This is an optimization exercise on Yosys and OpenROAD, whose aim is small area, a short achievable clock period and few clock cycles, not a production implementation. Function was checked by simulation only, so behaviour that the tests miss may differ from the original. No activity file was given, so power comes from the tool's default toggle rates.

`design/flow/run.sh`:
```
#!/bin/bash
# synth_recipe.tcl (not shown) runs the flow's synth.tcl, then flattens the netlist and writes it again
# the make line also repeats each setting of config.mk as NAME=value (left out here)
make -C /OpenROAD-flow-scripts/flow DESIGN_CONFIG=/design/flow/config.mk WORK_HOME=/design/flow/orfs CLKGATE_MAP_FILE= SYNTH_SCRIPT=/design/flow/synth_recipe.tcl finish
```
`design/flow/config.mk`:
```
export PLATFORM = sky130hd
export DESIGN_NAME = FemtoRV32
export DESIGN_NICKNAME = FemtoRV32
export VERILOG_FILES = /design/flow/design.v
export SDC_FILE = /design/flow/constraint.sdc
export NUM_CORES = 4
export LEC_CHECK = 0
export CAP_MARGIN = 20
export CORE_MARGIN = 2
export CORE_UTILIZATION = 40
export PLACE_DENSITY = 0.6
export SLEW_MARGIN = 20
```
`design/flow/constraint.sdc`:
```
create_clock -name core_clock -period 11.0 [get_ports {clk}]
set_input_delay 2.2000 -clock core_clock [delete_from_list [all_inputs] [get_ports {clk}]]
set_output_delay 2.2000 -clock core_clock [all_outputs]
set_load 0.01 [all_outputs]
```
`design/flow/design.v`:
```
module FemtoRV32(
   input 	 clk,
   output reg [31:0] mem_addr,   
   output [31:0] mem_wdata,  
   output reg [3:0]  mem_wmask,  
   input  [31:0] mem_rdata,  
   output reg	 mem_rstrb,  
   input 	 mem_rbusy,  
   input 	 mem_wbusy,  
   input 	 reset       
);
   parameter RESET_ADDR       = 32'h00000000;
   parameter ADDR_WIDTH       = 24;
 wire [4:0] rdId = instr[11:7];
 (* onehot *)
 wire [7:0] funct3Is = 8'b00000001 << instr[14:12];
 wire [31:0] Uimm = {    instr[31],   instr[30:12], {12{1'b0}}};
 wire [31:0] Iimm = {{21{instr[31]}}, instr[30:20]};
 /*verilator lint_off UNUSED*/  
 wire [31:0] Simm = {{21{instr[31]}}, instr[30:25],instr[11:7]};
 wire [31:0] Bimm = {{20{instr[31]}}, instr[7],instr[30:25],instr[11:8],1'b0};
 wire [31:0] Jimm = {{12{instr[31]}}, instr[19:12],instr[20],instr[30:21],1'b0};
   wire isLoad    =  (instr[6:2] == 5'b00000);  
   wire isALUimm  =  (instr[6:2] == 5'b00100);  
   wire isStore   =  (instr[6:2] == 5'b01000);  
   wire isALUreg  =  (instr[6:2] == 5'b01100);  
   wire isSYSTEM  =  (instr[6:2] == 5'b11100);  
   wire isJAL     =  instr[3];  
   wire isJALR    =  (instr[6:2] == 5'b11001);  
   wire isLUI     =  (instr[6:2] == 5'b01101);  
   wire isAUIPC   =  (instr[6:2] == 5'b00101);  
   wire isBranch  =  (instr[6:2] == 5'b11000);  
   wire isALU = isALUimm | isALUreg;
   reg [31:0] rs1;
   reg [31:0] rs2;
   reg [31:0] registerFile [31:0];
   always @(negedge clk) begin
     registerFile[0] <= 0;
     if (writeBack)
       if (rdId != 0)
         registerFile[rdId] <= writeBackData;
   end
   wire [31:0] aluIn1 = rs1;
   wire [31:0] aluIn2 = isALUreg | isBranch ? rs2 : Iimm;
   reg  [31:0] aluReg;        
   reg  [4:0]  aluShamt;      
   reg  aluDone;
   wire aluBusy = |aluShamt | !aluDone;
   reg aluWr;                
   wire [31:0] aluPlus = aluIn1 + aluIn2;
   wire [32:0] aluMinus = {1'b1, ~aluIn2} + {1'b0,aluIn1} + 33'b1;
   wire        LT  = (aluIn1[31] ^ aluIn2[31]) ? aluIn1[31] : aluMinus[32];
   wire        LTU = aluMinus[32];
   wire        EQ  = (aluMinus[31:0] == 0);
   wire [31:0] aluOut =
     (funct3Is[0]  ? instr[30] & instr[5] ? aluMinus[31:0] : aluPlus : 32'b0) |
     (funct3Is[2]  ? {31'b0, LT}                                     : 32'b0) |
     (funct3Is[3]  ? {31'b0, LTU}                                    : 32'b0) |
     (funct3Is[4]  ? aluIn1 ^ aluIn2                                 : 32'b0) |
     (funct3Is[6]  ? aluIn1 | aluIn2                                 : 32'b0) |
     (funct3Is[7]  ? aluIn1 & aluIn2                                 : 32'b0) |
     (funct3IsShift ? aluReg                                         : 32'b0) ;
   wire funct3IsShift = funct3Is[1] | funct3Is[5];
   always @(negedge clk) begin
      if (!reset) begin
        aluShamt <= 0;
        aluDone  <= 1'b1;
      end else begin
         aluDone <= !aluWr & !(|aluShamt);
         if(aluWr) begin
            if (funct3IsShift) begin   
              aluReg <= aluIn1;
              aluShamt <= aluIn2[4:0];
            end
         end
         if (|aluShamt) begin
            aluShamt <= aluShamt - 1;
            aluReg <= funct3Is[1] ? aluReg << 1 :               
            {instr[30] & aluReg[31], aluReg[31:1]};   
         end
      end
   end
   wire predicate =
        funct3Is[0] &  EQ  |  
        funct3Is[1] & !EQ  |  
        funct3Is[4] &  LT  |  
        funct3Is[5] & !LT  |  
        funct3Is[6] &  LTU |  
        funct3Is[7] & !LTU ;  
   reg  [ADDR_WIDTH-1:0] PC;  
   reg  [31:2] instr;         
   wire [ADDR_WIDTH-1:0] PCplus4 = PC + 4;
   wire [ADDR_WIDTH-1:0] PCplusImm = PC + ( instr[3] ? Jimm[ADDR_WIDTH-1:0] :
					    instr[4] ? Uimm[ADDR_WIDTH-1:0] :
					               Bimm[ADDR_WIDTH-1:0] );
   wire [ADDR_WIDTH-1:0] loadstore_addr = rs1[ADDR_WIDTH-1:0] +
		   (instr[5] ? Simm[ADDR_WIDTH-1:0] : Iimm[ADDR_WIDTH-1:0]);
   wire [31:0] writeBackData  =
      (isSYSTEM            ? cycles     : 32'b0) |   
      (isLUI               ? Uimm       : 32'b0) |   
      (isALU               ? aluOut     : 32'b0) |   
      (isAUIPC             ? PCplusImm  : 32'b0) |   
      (isJALR   | isJAL    ? PCplus4    : 32'b0) |   
      (isLoad              ? LOAD_data  : 32'b0) ;   
   wire mem_byteAccess     = instr[13:12] == 2'b00;  
   wire mem_halfwordAccess = instr[13:12] == 2'b01;  
   wire LOAD_sign =
	!instr[14] & (mem_byteAccess ? LOAD_byte[7] : LOAD_halfword[15]);
   wire [31:0] LOAD_data =
         mem_byteAccess ? {{24{LOAD_sign}},     LOAD_byte} :
     mem_halfwordAccess ? {{16{LOAD_sign}}, LOAD_halfword} :
                          mem_rdata ;
   wire [15:0] LOAD_halfword =
	       loadstore_addr[1] ? mem_rdata[31:16] : mem_rdata[15:0];
   wire  [7:0] LOAD_byte =
	       loadstore_addr[0] ? LOAD_halfword[15:8] : LOAD_halfword[7:0];
   assign mem_wdata[ 7: 0] = rs2[7:0];
   assign mem_wdata[15: 8] = loadstore_addr[0] ? rs2[7:0]  : rs2[15: 8];
   assign mem_wdata[23:16] = loadstore_addr[1] ? rs2[7:0]  : rs2[23:16];
   assign mem_wdata[31:24] = loadstore_addr[0] ? rs2[7:0]  :
			     loadstore_addr[1] ? rs2[15:8] : rs2[31:24];
   wire [3:0] STORE_wmask =
	      mem_byteAccess      ?
	            (loadstore_addr[1] ?
		          (loadstore_addr[0] ? 4'b1000 : 4'b0100) :
		          (loadstore_addr[0] ? 4'b0010 : 4'b0001)
                    ) :
	      mem_halfwordAccess ?
	            (loadstore_addr[1] ? 4'b1100 : 4'b0011) :
              4'b1111;
   localparam FETCH_INSTR_bit     = 0;
   localparam WAIT_INSTR_bit      = 1;
   localparam EXECUTE_bit         = 2;
   localparam WAIT_ALU_OR_MEM_bit = 3;
   localparam NB_STATES           = 4;
   localparam FETCH_INSTR     = 1 << FETCH_INSTR_bit;
   localparam WAIT_INSTR      = 1 << WAIT_INSTR_bit;
   localparam EXECUTE         = 1 << EXECUTE_bit;
   localparam WAIT_ALU_OR_MEM = 1 << WAIT_ALU_OR_MEM_bit;
   reg [NB_STATES-1:0] state;
   reg writeBack;
   wire jumpToPCplusImm = isJAL | (isBranch & predicate);
   wire needToWait = isLoad | isStore | isALU & funct3IsShift;
   always @(posedge clk) begin
   if(!reset) begin
     state     <= WAIT_ALU_OR_MEM;
     PC        <= RESET_ADDR[ADDR_WIDTH-1:0];
     rs1       <= 0;
     rs2       <= 0;
     aluWr     <= 0;
     mem_wmask <= 0;
   end else begin
     case(state)
       FETCH_INSTR: begin
         aluWr     <= 0;
         mem_wmask <= 0;
         state     <= WAIT_INSTR;    
       end
       WAIT_INSTR:begin
           aluWr     <= 0;
           mem_wmask <= 0;
           if(!mem_rbusy) begin  
              rs1 <= registerFile[mem_rdata[19:15]];
              rs2 <= registerFile[mem_rdata[24:20]];
              instr <= mem_rdata[31:2];  
              state <= EXECUTE;
           end else
             state <= WAIT_INSTR;
       end
       EXECUTE:begin    
         aluWr     <= isALU;
         mem_wmask <= {4{isStore}} & STORE_wmask; 
         if(isJALR) begin
           PC <= {aluPlus[ADDR_WIDTH-1:1],1'b0};
         end else begin
           if(jumpToPCplusImm)
             PC <= PCplusImm;
           else
             PC <= PCplus4;
         end
         if(needToWait)
           state <= WAIT_ALU_OR_MEM;
         else
           state <= FETCH_INSTR;
       end
       WAIT_ALU_OR_MEM:begin
         aluWr     <= 0;
         mem_wmask <= 0;
         if(!mem_rbusy & !mem_wbusy & !aluBusy )
           state <= FETCH_INSTR;
       end
       default:begin
         aluWr     <= 0;
         mem_wmask <= 0;
         state     <= WAIT_INSTR;
       end
     endcase
   end 
   end
always @(*) begin
  if(!reset) begin
    mem_rstrb = 0;
    writeBack = 0;        
  end else begin
    case(state)
      FETCH_INSTR: begin
        mem_rstrb = 1;
        writeBack = 0;
      end
      WAIT_INSTR: begin
        mem_rstrb = 0;
        writeBack = 0;
      end
      EXECUTE: begin 
        mem_rstrb = isLoad ;  
        writeBack = ~(isBranch | isStore );
      end
      WAIT_ALU_OR_MEM: begin
        mem_rstrb = 0;
        writeBack = ~(isBranch | isStore );
      end
      default: begin
        mem_rstrb = 0;
        writeBack = 0;
      end
    endcase
  end
end
/*verilator lint_off WIDTH*/
   always @(*) begin
      if(!reset) 
        mem_addr = 0;
      else begin
        if (state == WAIT_INSTR | state == FETCH_INSTR)
          mem_addr = PC;
        else 
          mem_addr = loadstore_addr;
      end
  end
/*verilator lint_on WIDTH*/
   reg [31:0]  cycles;
   always @(posedge clk) cycles <= cycles + 1;
endmodule
```
==> flow_metrics.env <==
export IMPL_outcome="complete, no violations"
export IMPL_crit_path_max_incr_delay_ns=0.44
export IMPL_final_cells=7846
export IMPL_reg2reg_to="registerFile[1][28]$_DFFE_NP_"
export IMPL_crit_path_frequent_cell="sky130_fd_sc_hd__buf_4"
export IMPL_avgViaCountPerCell=6.02
export IMPL_number_of_enable_type_register_cells_in_the_synthesized_netlist=1054
export IMPL_mappedNetlistArea_mm2=0.0647
export IMPL_worst_path_max_fanout=31
export IMPL_final_max_slew_viol_count=0
export IMPL_finalWirelength_um=234000
export IMPL_maxSlewHeadroom_pct=24.8
export IMPL_max_cap_violations=0
export IMPL_largest_net_degree_at_the_start_of_global_routing=70
export IMPL_final_report_hold_violation_count=0
export IMPL_synthToLayoutAreaGrowth_pct=21.8
export IMPL_first_pass_grt_wire_length_um=332000
export IMPL_cts_inserted_buffers=137
export IMPL_globalplace_congestion=1.07
export IMPL_place_hpwl_um=156000
export IMPL_setup_tns_ns=0
export IMPL_timing_reg2reg_setup_slack_ns=0.28
export IMPL_post_layout_total_power_mw=13.1
export IMPL_yosysWarningCount=1
export IMPL_timing_hold_worst_endpoint="cycles[0]$_DFF_P_"
export IMPL_critPathSlowestCell="sky130_fd_sc_hd__fa_1"
export IMPL_sw_frac_of_total_pct=30.8
export IMPL_place_area_mm2=0.0702
export IMPL_clk_pin_slew_ns=0.06
export IMPL_groute_usage_overall_pct=28.4
export IMPL_total_die_area_mm2=0.165
export IMPL_comb_power_share_pct=12.8
export IMPL_drive_gt1_share_pct=23.5
export IMPL_synth_top_cell_area_share_pct=49.0
export IMPL_clockPowerShare_pct=46.6
export IMPL_drt_wirelength_per_cell_um=29.8
export IMPL_drt_drc_violations_left=0
export IMPL_cts_root_to_sink_buffers=3
export IMPL_worstSetupPathType="reg2reg"
export IMPL_hold_path_startpoint="cycles[0]$_DFF_P_"
export IMPL_drt_iter0_markers=5657
export IMPL_clk_sink_count=1220
export IMPL_h_tree_depth=4
export IMPL_finalCoreUtilization_pct=49.1
export IMPL_fin_skew_ns=0.0611
export IMPL_timing_hold_ws_ns=0.463
export IMPL_average_instance_area_after_synthesis_um2=15.2
export IMPL_hold_depth=1
export IMPL_dp_cells=6535
export IMPL_max_slew_worst_pin_slew_ns=1.13
export IMPL_synth_top_flop_cell="sky130_fd_sc_hd__edfxtp_1"
export IMPL_intPower_mw=9.08
export IMPL_peakVddDrop_v=0.000121
export IMPL_die_width_um=406
export IMPL_postLayoutSetupSlackWorst_ns=0.276
export IMPL_tritoncts_clock_tree="yes"
export IMPL_regToRegStartpoint="instr[2]$_DFFE_PP_"
export IMPL_filler_cell_count=13900
export IMPL_drt_antenna_violating_nets=0
export IMPL_critical_path_rt_ns=5.96
export IMPL_buffer_ports_inserted=96
export IMPL_worstRegToRegCells=25
export IMPL_power_sequential_fraction_pct=40.6
export IMPL_synth_async_sr_flop_share_pct=0
export IMPL_worstPathArrival_ns=5.69
export IMPL_core_rowCount=147
export IMPL_ys_seq_area_share_pct=54.1
export IMPL_post_synth_main_area_contributors="sky130_fd_sc_hd__edfxtp_1 (49%), sky130_fd_sc_hd__mux4_2 (22%), sky130_fd_sc_hd__dfxtp_1 (5.1%)"
export IMPL_setup_repair_after_global_routing_missed_its_margin="no"
export IMPL_globalRoute_totalOverflow=0
export IMPL_total_of_endpoints_with_negative_setup_slack_in_the_final_report=0
export IMPL_design_core_area_mm2=0.161
export IMPL_power_net_switching_mw=4.04
export IMPL_drt_pass1_iter_count=8
export IMPL_yosys_cell_types_count=105
export IMPL_die_h_um=406
export IMPL_clock_root_buffer="sky130_fd_sc_hd__clkbuf_16"
export IMPL_hold_path_class="reg2reg"
export IMPL_place_worst_setup_slack_ns=0.0321
export IMPL_grt_pass1_vias=48000
export IMPL_grt_antenna_before_repair=11
export IMPL_finalNetCount=5760
export IMPL_synth_area_leader_cell="sky130_fd_sc_hd__edfxtp_1"
export IMPL_worstSkewPairLatency_ns=0.79
export IMPL_synth_seq_cells=1220
export IMPL_io_pins=105
export IMPL_power_leakage_nw=31.1
export IMPL_postSynthCellCount=4249
export IMPL_fin_area_mm2=0.0788
export IMPL_initial_core_util_pct=40.3
export IMPL_hold_buffers_post_cts=0
export IMPL_path_delay_family="compound AO/OA/AOI/OAI gates"
export IMPL_critPathCaptureType="register"
export IMPL_power_density_normalized_to_cell_area_mw_per_mm2=167
export IMPL_total_buffers_and_inverters_traversed_by_the_critical_path=6
export IMPL_crit_path_start_kind="register"
export IMPL_via_count=47200
## placed cells by master (no fill, tap or decap), drive strengths merged, types with 144 or more instances in the layout
cell type  count
a21oi        147
buf          313
clkbuf       155
dfxtp        166
edfxtp      1054
ha           144
inv         1215
mux4         643
nand2        272
nor2         175
o21ai        224
## synthesized netlist by cell type (25+ instances only)
cell type                     n
sky130_fd_sc_hd__edfxtp_1  1054
sky130_fd_sc_hd__clkbuf_1   206
sky130_fd_sc_hd__xnor2_1    103
sky130_fd_sc_hd__nand2_1    272
sky130_fd_sc_hd__nor3_1      48
sky130_fd_sc_hd__and3_1      25
sky130_fd_sc_hd__ha_1       144
sky130_fd_sc_hd__mux2_2      44
sky130_fd_sc_hd__o21ai_0    206
sky130_fd_sc_hd__a21o_1      61
sky130_fd_sc_hd__a222oi_1    25
sky130_fd_sc_hd__dfxtp_1    166
sky130_fd_sc_hd__buf_1       74
sky130_fd_sc_hd__a21oi_1    144
sky130_fd_sc_hd__nor2_1     174
sky130_fd_sc_hd__inv_1      115
sky130_fd_sc_hd__mux2i_1    138
sky130_fd_sc_hd__nand3_1     74
sky130_fd_sc_hd__a22oi_1     31
sky130_fd_sc_hd__xor2_1      34
sky130_fd_sc_hd__mux4_2     643
## state kept, by name, summed over array words and instances (netlist names)
signal and count:
instr 30, rs2 32, aluDone 1, registerFile 1024, aluReg 32, cycles 32, state 4, PC 23
aluShamt 5, rs1 32, aluWr 1, mem_wmask 4
## layer usage
layer  share of wire, %  track usage [%]  vias up
met5             0.0094                0        -
met4                4.8             14.5        4
met3                9.8             7.44      468
met2                 46             43.7     2596
met1                 39             37.3    24300
li1                   -                -    19900
## power by group through the flow
stage / clock network (mW) / registers (mW) / logic (mW)
3_3_place_gp: 0.571 / 5.38 / 1.64
5_1_grt: 6.78 / 5.33 / 1.77
4_1_cts: 6.29 / 5.32 / 1.65
2_1_floorplan: 0.571 / 5.32 / 1.05
6_report: 6.12 / 5.33 / 1.67
3_5_place_dp: 0.571 / 5.39 / 1.65
## what timing repair did
action / CTS / global route
resized for setup: 1 / 12
endpoints found under the setup margin: 31 / 266
pin swaps: 0 / 1
buffers inserted: 0 / 1
## logic make-up after synthesis
| group | synth area share, % |
|---|---|
| muxes | 25.3 |
| and+or+nand+nor | 5.59 |
| other | 0.00580 |
| xor gates and xnor gates | 1.86 |
| AOI/OAI and AO/OA | 7.51 |
| adders and majority gates | 2.91 |
| DFF | 54.1 |
| buffers and inverters | 2.68 |
## cell type report
| cell class | count | area, um^2 | share of cell area (%) |
|---|---|---|---|
| clock buffers | 155 | 3650 | 4.63 |
| well taps | 2160 | 2700 | 3.43 |
| inverters | 121 | 455 | 0.578 |
| multi-input cells | 2635 | 28500 | 36.2 |
| diodes | 4 | 10.0 | 0.0127 |
| repair buffers | 399 | 3600 | 4.57 |
| flip-flops and latches | 1220 | 35000 | 44.4 |
| clock inverters | 1152 | 4860 | 6.17 |
## how the worst max path moves through the flow
stage,start,slack (ns),endpoint,depth (start not counted)
final,instr[2]$_DFFE_PP_,0.28,registerFile[1][28]$_DFFE_NP_,25
after global placement,instr[2]$_DFFE_PP_,0.13,registerFile[1][31]$_DFFE_NP_,22
after CTS,instr[2]$_DFFE_PP_,0.04,registerFile[28][22]$_DFFE_NP_,23
after global routing,instr[6]$_DFFE_PP_,0.02,registerFile[1][28]$_DFFE_NP_,25
after floorplan,instr[4]$_DFFE_PP_,0.02,registerFile[10][30]$_DFFE_NP_,22
after detailed placement,instr[2]$_DFFE_PP_,0.03,registerFile[1][31]$_DFFE_NP_,22
Testbench counts, summed over its fixed seeds: cycles 281,310.
